Source: an optimization exercise on an open RTL-to-GDS flow (aim: small area). Production flows keep margins and buffers that such runs may drop.
The RTL was checked by simulation tests, not by an equivalence proof against the original design.

v46:
==> flow/design.v (excerpt) <==
module processing_element(activation, weight, out, clk, rst);
For scale: roughly 110 flip-flops.
clock: 6.5 ns
lec_check: 0
cap_margin: 20
core_margin: 2
core_utilization: 40
cts_buf_list: sky130_fd_sc_hd__clkbuf_8
gpl_timing_driven: 0
slew_margin: 20
synth_hierarchical: 1
standard.sh (not shown) runs the stock make flow with config.mk's settings and CLKGATE_MAP_FILE= SYNTH_SCRIPT=/design/flow/synth_recipe.tcl, a recipe that flattens the netlist after the stock synthesis.
==> flow/flow/run.sh <==
#!/bin/bash
# Standard layout; ports buffered with a small buffer, synthesis buffers removed before placement.
set -euo pipefail
export BUFFER_PORTS_ARGS="-buffer_cell sky130_fd_sc_hd__buf_1"
export REMOVE_ABC_BUFFERS=1
export RECOVER_POWER=100
export CTS_ARGS="-sink_clustering_enable -repair_clock_nets -buf_list sky130_fd_sc_hd__clkbuf_8 -dont_use_dummy_load"
bash standard.sh > standard_flow.log 2>&1
Setup changes, v46 to v4
- changing CAP_MARGIN from 20 to 0
- changing SLEW_MARGIN from 20 to 0
==> comparison <==
v4 went all the way through the flow, and no timing, DRC or antenna check failed. v46 finished every stage and its layout cleared the timing, DRC and antenna checks. v4 vs v46, worst clock skew went up by 0.0093 ns. On core utilization, v46 tracks v4 almost exactly. Per the comparison of v4 with v46, maximum net fanout on the critical path down 9, global-route usage flat, upper clock frequency limit flat, portion of the layout cell area used by clock cells flat, first-iteration DRC count up about 2.8%. Count of plain and timing-repair buffers: v4 < v46. For area added between synthesis and finish, v46 and v4 come out practically identical. Layout clock buffer count: v46 vs v4, no meaningful difference.
The inputs of v29 differ from those of v4 as listed below.
-- flow/flow/run.sh --
<<< v4, line 6
export RECOVER_POWER=100
export CTS_ARGS="-sink_clustering_enable -repair_clock_nets -buf_list sky130_fd_sc_hd__clkbuf_8 -dont_use_dummy_load"
bash standard.sh > standard_flow.log 2>&1
>>> v29, line 6
export RECOVER_POWER=100
export CTS_ARGS="-sink_clustering_enable -repair_clock_nets -buf_list sky130_fd_sc_hd__clkbuf_8 -dont_use_dummy_load -sink_buffer_max_cap_derate 1.0"
bash standard.sh > standard_flow.log 2>&1
Results
v29 -> v4: sequential share of cell area flat
Re cell total after placement: no difference whatsoever between v29 and v4.
Final-layout setup total negative slack: v29 vs v4 identical
[inputs] v43 vs v29
- changing SLEW_MARGIN from 0 to 20
- changing CAP_MARGIN from 0 to 20
==> flow/flow/run.sh <==
#!/bin/bash
# Standard layout; ports buffered with a small buffer, synthesis buffers removed before placement.
set -euo pipefail
export BUFFER_PORTS_ARGS="-buffer_cell sky130_fd_sc_hd__buf_1"
export REMOVE_ABC_BUFFERS=1
export RECOVER_POWER=100
bash standard.sh > standard_flow.log 2>&1
Notes after the runs:
- Proportion of cell area spent on the clock network: v43 vs v29 up 0.91 points
- Diff v29 -> v43: register share of the cell area saw a decrease.
- v43 reached the end of the flow, and the finished layout is clean on the timing, DRC and antenna checks.
- [compare] base=v29 new=v43: overall global routing resource usage moved up, layout overhead on the synthesized area up 1.1 points.

---

try-lagoon:
processing_element, a different RTL version from the one above (not shown whole).
Size in the first run: about 110 flip-flops, about 50 I/O pins.
clock: 6.5 ns
lec_check: 0
cap_margin: 20
core_margin: 2
core_utilization: 40
cts_buf_list: sky130_fd_sc_hd__clkbuf_8
gpl_timing_driven: 0
slew_margin: 20
synth_hierarchical: 1
==> flow/flow/run.sh <==
#!/bin/bash
# Standard layout; ports buffered with a small buffer, synthesis buffers removed before placement.
set -euo pipefail
export BUFFER_PORTS_ARGS="-buffer_cell sky130_fd_sc_hd__buf_1"
export REMOVE_ABC_BUFFERS=1
export RECOVER_POWER=100
export CTS_ARGS="-sink_clustering_enable -sink_clustering_size 30 -sink_clustering_max_diameter 200 -buf_list sky130_fd_sc_hd__clkbuf_16 -repair_clock_nets"
bash standard.sh > standard_flow.log 2>&1
try-lagoon: full flow OK, the timing, DRC and antenna checks passed
--- input diff try-lagoon..try-tundra ---
diff --git a/flow/flow/run.sh b/flow/flow/run.sh
--- a/flow/flow/run.sh
+++ b/flow/flow/run.sh
@@ -6,2 +5,0 @@
-export RECOVER_POWER=100
-export CTS_ARGS="-sink_clustering_enable -sink_clustering_size 30 -sink_clustering_max_diameter 200 -buf_list sky130_fd_sc_hd__clkbuf_16 -repair_clock_nets"
## What came out
try-tundra completed; timing, DRC and antenna clean. The sequential cell area share reported for try-tundra is greater than that of try-lagoon by 0.20 points. | global-route usage | try-tundra vs try-lagoon | ≈ equal |. On arrival time at the worst endpoint: between try-tundra and try-lagoon, it ends up higher for try-lagoon. Changes observed in try-tundra relative to try-lagoon: synthesized area held, number of instances in the synthesized netlist held, worst slack after detailed placement held, maximum clock frequency went up 0.0015 GHz.
[inputs] try-cedar vs try-tundra
# try-tundra
export LEC_CHECK = 0
export CAP_MARGIN = 20
export CORE_MARGIN = 2
export CORE_UTILIZATION = 40
export CTS_BUF_LIST = sky130_fd_sc_hd__clkbuf_8
export GPL_TIMING_DRIVEN = 0
export SLEW_MARGIN = 20
export SYNTH_HIERARCHICAL = 1
create_clock -name core_clock -period 6.5 [get_ports {clk}]
# try-cedar
export LEC_CHECK = 0
export CAP_MARGIN = 20
export CORE_MARGIN = 2
export CORE_UTILIZATION = 60
export CTS_BUF_LIST = sky130_fd_sc_hd__clkbuf_8
export GPL_TIMING_DRIVEN = 0
export SLEW_MARGIN = 20
export SYNTH_HIERARCHICAL = 1
create_clock -name core_clock -period 6.5 [get_ports {clk}]
==> flow/flow/run.sh <==
#!/bin/bash
# Standard layout, with ports buffered by a small buffer instead of ORFS's default choice.
set -euo pipefail
export BUFFER_PORTS_ARGS="-buffer_cell sky130_fd_sc_hd__buf_1"
bash standard.sh > standard_flow.log 2>&1
==> run summary <==
try-cedar reports a higher share of layout cells above drive strength 1 than try-tundra does.
Between try-cedar and try-tundra, the critical path depth is lower for try-tundra.
Going from try-tundra to try-cedar, final non-filler cell total dropped about 8%; wire length climbed about 11%; area added between synthesis and finish barely changed.
From try-tundra to try-cedar the numbers moved as follows: die area fell 33%; final-stage net count increased by 14 relative to the old numbers; number of non-clock buffers in the layout has increased; share of the core filled with cells in the final layout went up by 22 points.
Part of the cycle the worst path needs on try-cedar is up relative to try-tundra.

---

job 725:
processing_element again, from the RTL that the note above started with.
Settings: LEC_CHECK=0, CAP_MARGIN=20, CORE_MARGIN=2, CORE_UTILIZATION=40, CTS_BUF_LIST=sky130_fd_sc_hd__clkbuf_8, GPL_TIMING_DRIVEN=0, SLEW_MARGIN=20, SYNTH_HIERARCHICAL=1; clock period 6.5 ns.
==> flow/flow/run.sh <==
#!/bin/bash
# Standard layout; ports buffered with a small buffer, synthesis buffers removed before placement.
set -euo pipefail
export BUFFER_PORTS_ARGS="-buffer_cell sky130_fd_sc_hd__buf_1"
export REMOVE_ABC_BUFFERS=1
export RECOVER_POWER=100
bash standard.sh > standard_flow.log 2>&1
Job 725: flow completed, timing, DRC and antenna clean
For job 3262, these inputs were changed with respect to job 725:
Settings: changing CTS_BUF_LIST from sky130_fd_sc_hd__clkbuf_8 to sky130_fd_sc_hd__clkbuf_16; setting CTS_CLUSTER_SIZE to 30 for the first time.
==> flow/flow/run.sh <==
#!/bin/bash
# Standard layout, with ports buffered by a small buffer instead of ORFS's default choice.
set -euo pipefail
export BUFFER_PORTS_ARGS="-buffer_cell sky130_fd_sc_hd__buf_1"
bash standard.sh > standard_flow.log 2>&1
==> comparison <==
Job 3262 contains more vias than job 725. Wire length of the first global-routing pass ended up 4.9% higher on job 3262 than on job 725. Fraction of the core area covered by cells at the end of the flow ended up 1.2 points higher on job 3262 than on job 725. From job 725 to job 3262 the numbers moved as follows: met3 wire length went up by 25%.
Changes in job 2103 relative to job 3262:
Settings: CTS_BUF_LIST changed from sky130_fd_sc_hd__clkbuf_16 to sky130_fd_sc_hd__clkbuf_8; CTS_CLUSTER_SIZE removed (was 30).
==> flow/flow/run.sh <==
#!/bin/bash
# Standard layout; ports buffered with a small buffer, synthesis buffers removed before placement.
set -euo pipefail
export BUFFER_PORTS_ARGS="-buffer_cell sky130_fd_sc_hd__buf_1"
export REMOVE_ABC_BUFFERS=1
export RECOVER_POWER=100
export CTS_ARGS="-buf_list sky130_fd_sc_hd__clkbuf_16 -repair_clock_nets"
bash standard.sh > standard_flow.log 2>&1
[summary]
Job 3262 → job 2103: via count of the first global-routing pass lower, sum of net half-perimeters after detailed placement decreased about 6.5%. Hold slack sits lower in job 2103 than in job 3262. Taking job 3262 as the reference point, the layout overhead on the synthesized area of job 2103 falls by 1.8 points. Taking job 3262 over job 2103, the first-pass GRT wire length ratio works out to 1.05. Job 2103 against job 3262; cell area after layout is down slightly. Between job 2103 and job 3262, the difference in number of combinational gates with multiple inputs is negligible. Relative to job 3262, non-clock buffer count has decreased by about 28% in job 2103. Fmax essentially unchanged between job 3262 and job 2103.

---

processing_element, a different RTL version from the one above (not shown whole).
Size: roughly 720 cells after synthesis, roughly 50 I/O pins, about 0.0078 mm² of cells after synthesis.
==> flow/config.mk <==
export PLATFORM = sky130hd
export DESIGN_NAME = processing_element
export DESIGN_NICKNAME = processing_element
export VERILOG_FILES = /design/flow/design.v
export SDC_FILE = /design/flow/constraint.sdc
export NUM_CORES = 4
export LEC_CHECK = 0
export CAP_MARGIN = 0
export CORE_MARGIN = 2
export CORE_UTILIZATION = 40
export CTS_BUF_LIST = sky130_fd_sc_hd__clkbuf_8
export GPL_TIMING_DRIVEN = 0
export SLEW_MARGIN = 0
export SYNTH_HIERARCHICAL = 1
==> flow/constraint.sdc <==
create_clock -name core_clock -period 6.5 [get_ports {clk}]
set_input_delay 1.3000 -clock core_clock [delete_from_list [all_inputs] [get_ports {clk}]]
set_output_delay 1.3000 -clock core_clock [all_outputs]
set_load 0.01 [all_outputs]
==> flow/flow/run.sh <==
#!/bin/bash
# The standard layout (standard.sh, unchanged synthesis) with a few ORFS knobs:
#  - ports buffered with the smallest buffer instead of ORFS's default pick,
#  - synthesis buffers removed before placement (repair_design re-buffers),
#  - power recovery (downsizing of non-critical cells) after global routing,
#  - CTS without dummy load cells.
# All tool output goes to standard_flow.log here and ORFS's own logs under orfs/logs.
set -euo pipefail
export BUFFER_PORTS_ARGS="-buffer_cell sky130_fd_sc_hd__buf_1"
export REMOVE_ABC_BUFFERS=1
export RECOVER_POWER=100
export SKIP_CTS_REPAIR_TIMING=1
export SKIP_INCREMENTAL_REPAIR=1
export CTS_ARGS="-sink_clustering_enable -repair_clock_nets -buf_list sky130_fd_sc_hd__clkbuf_8 -dont_use_dummy_load"
bash standard.sh > standard_flow.log 2>&1
The first run produced a layout that fails on negative setup slack.
Then changed:
--- a/flow/flow/run.sh
+++ b/flow/flow/run.sh
@@ -11,5 +11,4 @@
 export RECOVER_POWER=100
 export SKIP_CTS_REPAIR_TIMING=1
-export SKIP_INCREMENTAL_REPAIR=1
 export CTS_ARGS="-sink_clustering_enable -repair_clock_nets -buf_list sky130_fd_sc_hd__clkbuf_8 -dont_use_dummy_load"
 bash standard.sh > standard_flow.log 2>&1
=>
- This time the run passed the timing, DRC and antenna checks
- via count is about the same
- design area rises by 0.76%
- non-clock buffer count rises by 2
- area after synthesis is unchanged
- clock-buffer cell count stays the same
- worst hold slack barely changes
- core utilization rises by 0.33 points
- routed wire length barely changes
- setup slack is better by 0.70 ns
Then changed:
--- a/flow/flow/run.sh
+++ b/flow/flow/run.sh
@@ -10,5 +10,4 @@
 export REMOVE_ABC_BUFFERS=1
 export RECOVER_POWER=100
-export SKIP_CTS_REPAIR_TIMING=1
-export CTS_ARGS="-sink_clustering_enable -repair_clock_nets -buf_list sky130_fd_sc_hd__clkbuf_8 -dont_use_dummy_load"
+export CTS_ARGS="-sink_clustering_enable -sink_buffer_max_cap_derate 0.001 -repair_clock_nets -buf_list sky130_fd_sc_hd__clkbuf_8 -dont_use_dummy_load"
 bash standard.sh > standard_flow.log 2>&1
After rerunning: The new run passed the timing, DRC and antenna checks; area after synthesis does not change; wire length rose by about 0.43%; die area does not change.

---

== v6 ==
processing_element again, from the RTL that the note above started with.
==> flow/config.mk <==
export PLATFORM = sky130hd
export DESIGN_NAME = processing_element
export DESIGN_NICKNAME = processing_element
export VERILOG_FILES = /design/flow/design.v
export SDC_FILE = /design/flow/constraint.sdc
export NUM_CORES = 4
export LEC_CHECK = 0
export CAP_MARGIN = 0
export CORE_MARGIN = 2
export CORE_UTILIZATION = 40
export CTS_BUF_LIST = sky130_fd_sc_hd__clkbuf_8
export GPL_TIMING_DRIVEN = 0
export SLEW_MARGIN = 0
export SYNTH_HIERARCHICAL = 1
==> flow/constraint.sdc <==
create_clock -name core_clock -period 6.5 [get_ports {clk}]
set_input_delay 1.3000 -clock core_clock [delete_from_list [all_inputs] [get_ports {clk}]]
set_output_delay 1.3000 -clock core_clock [all_outputs]
set_load 0.01 [all_outputs]
==> flow/flow/run.sh <==
#!/bin/bash
# The standard layout (standard.sh, unchanged synthesis) with a few ORFS knobs:
#  - ports buffered with the smallest buffer instead of ORFS's default pick,
#  - synthesis buffers removed before placement (repair_design re-buffers),
#  - power recovery (downsizing of non-critical cells) after global routing,
#  - CTS without dummy load cells.
# All tool output goes to standard_flow.log here and ORFS's own logs under orfs/logs.
set -euo pipefail
export BUFFER_PORTS_ARGS="-buffer_cell sky130_fd_sc_hd__buf_1"
export REMOVE_ABC_BUFFERS=1
export RECOVER_POWER=100
export CTS_ARGS="-sink_clustering_enable -sink_clustering_size 30 -sink_clustering_max_diameter 300 -repair_clock_nets -buf_list sky130_fd_sc_hd__clkbuf_8 -dont_use_dummy_load"
bash standard.sh > standard_flow.log 2>&1
v6 went all the way through synthesis, placement and routing and the layout is clean on timing, DRC and antenna.
For v7, these inputs were changed with respect to v6:
-- flow/flow/run.sh --
<<< v6, line 11
export RECOVER_POWER=100
export CTS_ARGS="-sink_clustering_enable -sink_clustering_size 30 -sink_clustering_max_diameter 300 -repair_clock_nets -buf_list sky130_fd_sc_hd__clkbuf_8 -dont_use_dummy_load"
bash standard.sh > standard_flow.log 2>&1
>>> v7, line 11
export RECOVER_POWER=100
export CTS_ARGS="-sink_clustering_enable -repair_clock_nets -buf_list sky130_fd_sc_hd__clkbuf_8 -dont_use_dummy_load"
bash standard.sh > standard_flow.log 2>&1
==> comparison <==
Delta (v7 minus v6): final area held steady, total routed wire length on the met1 layer held steady, remaining routing DRC violations held steady.

[re-timing with driven ports]
No port has a modelled driver above. Below, the same layouts with a new extraction and two added sets of constraints. Step 1: set_driving_cell puts a clkbuf_16 on clk and a buf_2 on each other input, an assumption about the parent block. Step 2 times the ports against the registers' clock, not the clock port: input delays grow and output delays shrink by t, the midpoint of the rising clock arrivals with the driver on. Three values: no drivers, after step 1, after step 2; two values: the first two.
| run | t (ns) | slack for setup (ns) | worst register clock-pin slew, ns |
|---|---|---|---|
| v46 | 0.401 | 0.328 / 0.342 / -0.059 | 0.10 / 0.10 |
| v4 | 0.398 | 0.339 / 0.356 / -0.042 | 0.11 / 0.11 |
| v29 | 0.398 | 0.339 / 0.356 / -0.042 | 0.11 / 0.11 |
| v43 | 0.407 | 0.328 / 0.342 / -0.065 | 0.11 / 0.11 |
| try-lagoon | 0.373 | 0.282 / 0.297 / -0.076 | 0.08 / 0.08 |
| try-tundra | 0.395 | 0.339 / 0.352 / -0.043 | 0.11 / 0.11 |
| try-cedar | 0.417 | 0.255 / 0.276 / -0.141 | 0.12 / 0.12 |
| job 725 | 0.395 | 0.359 / 0.372 / -0.023 | 0.11 / 0.11 |
| job 3262 | 0.370 | 0.277 / 0.295 / -0.075 | 0.07 / 0.07 |
| job 2103 | 0.373 | 0.282 / 0.297 / -0.076 | 0.08 / 0.08 |
| the first run of note 4 | 0.383 | -0.427 / -0.426 / -0.809 | 0.11 / 0.11 |
| the second run of note 4 | 0.383 | 0.274 / 0.278 / -0.105 | 0.11 / 0.11 |
| the third run of note 4 | 0.383 | 0.272 / 0.276 / -0.107 | 0.11 / 0.11 |
| v6 | 0.383 | 0.272 / 0.276 / -0.107 | 0.11 / 0.11 |
| v7 | 0.383 | 0.272 / 0.276 / -0.107 | 0.11 / 0.11 |
Met with ideal ports but missed after step 2: setup timing in 14 of these runs. For try-cedar, which loses most, drivers alone change the setup slack by +0.021 ns; drivers and shift together by -0.396 ns.
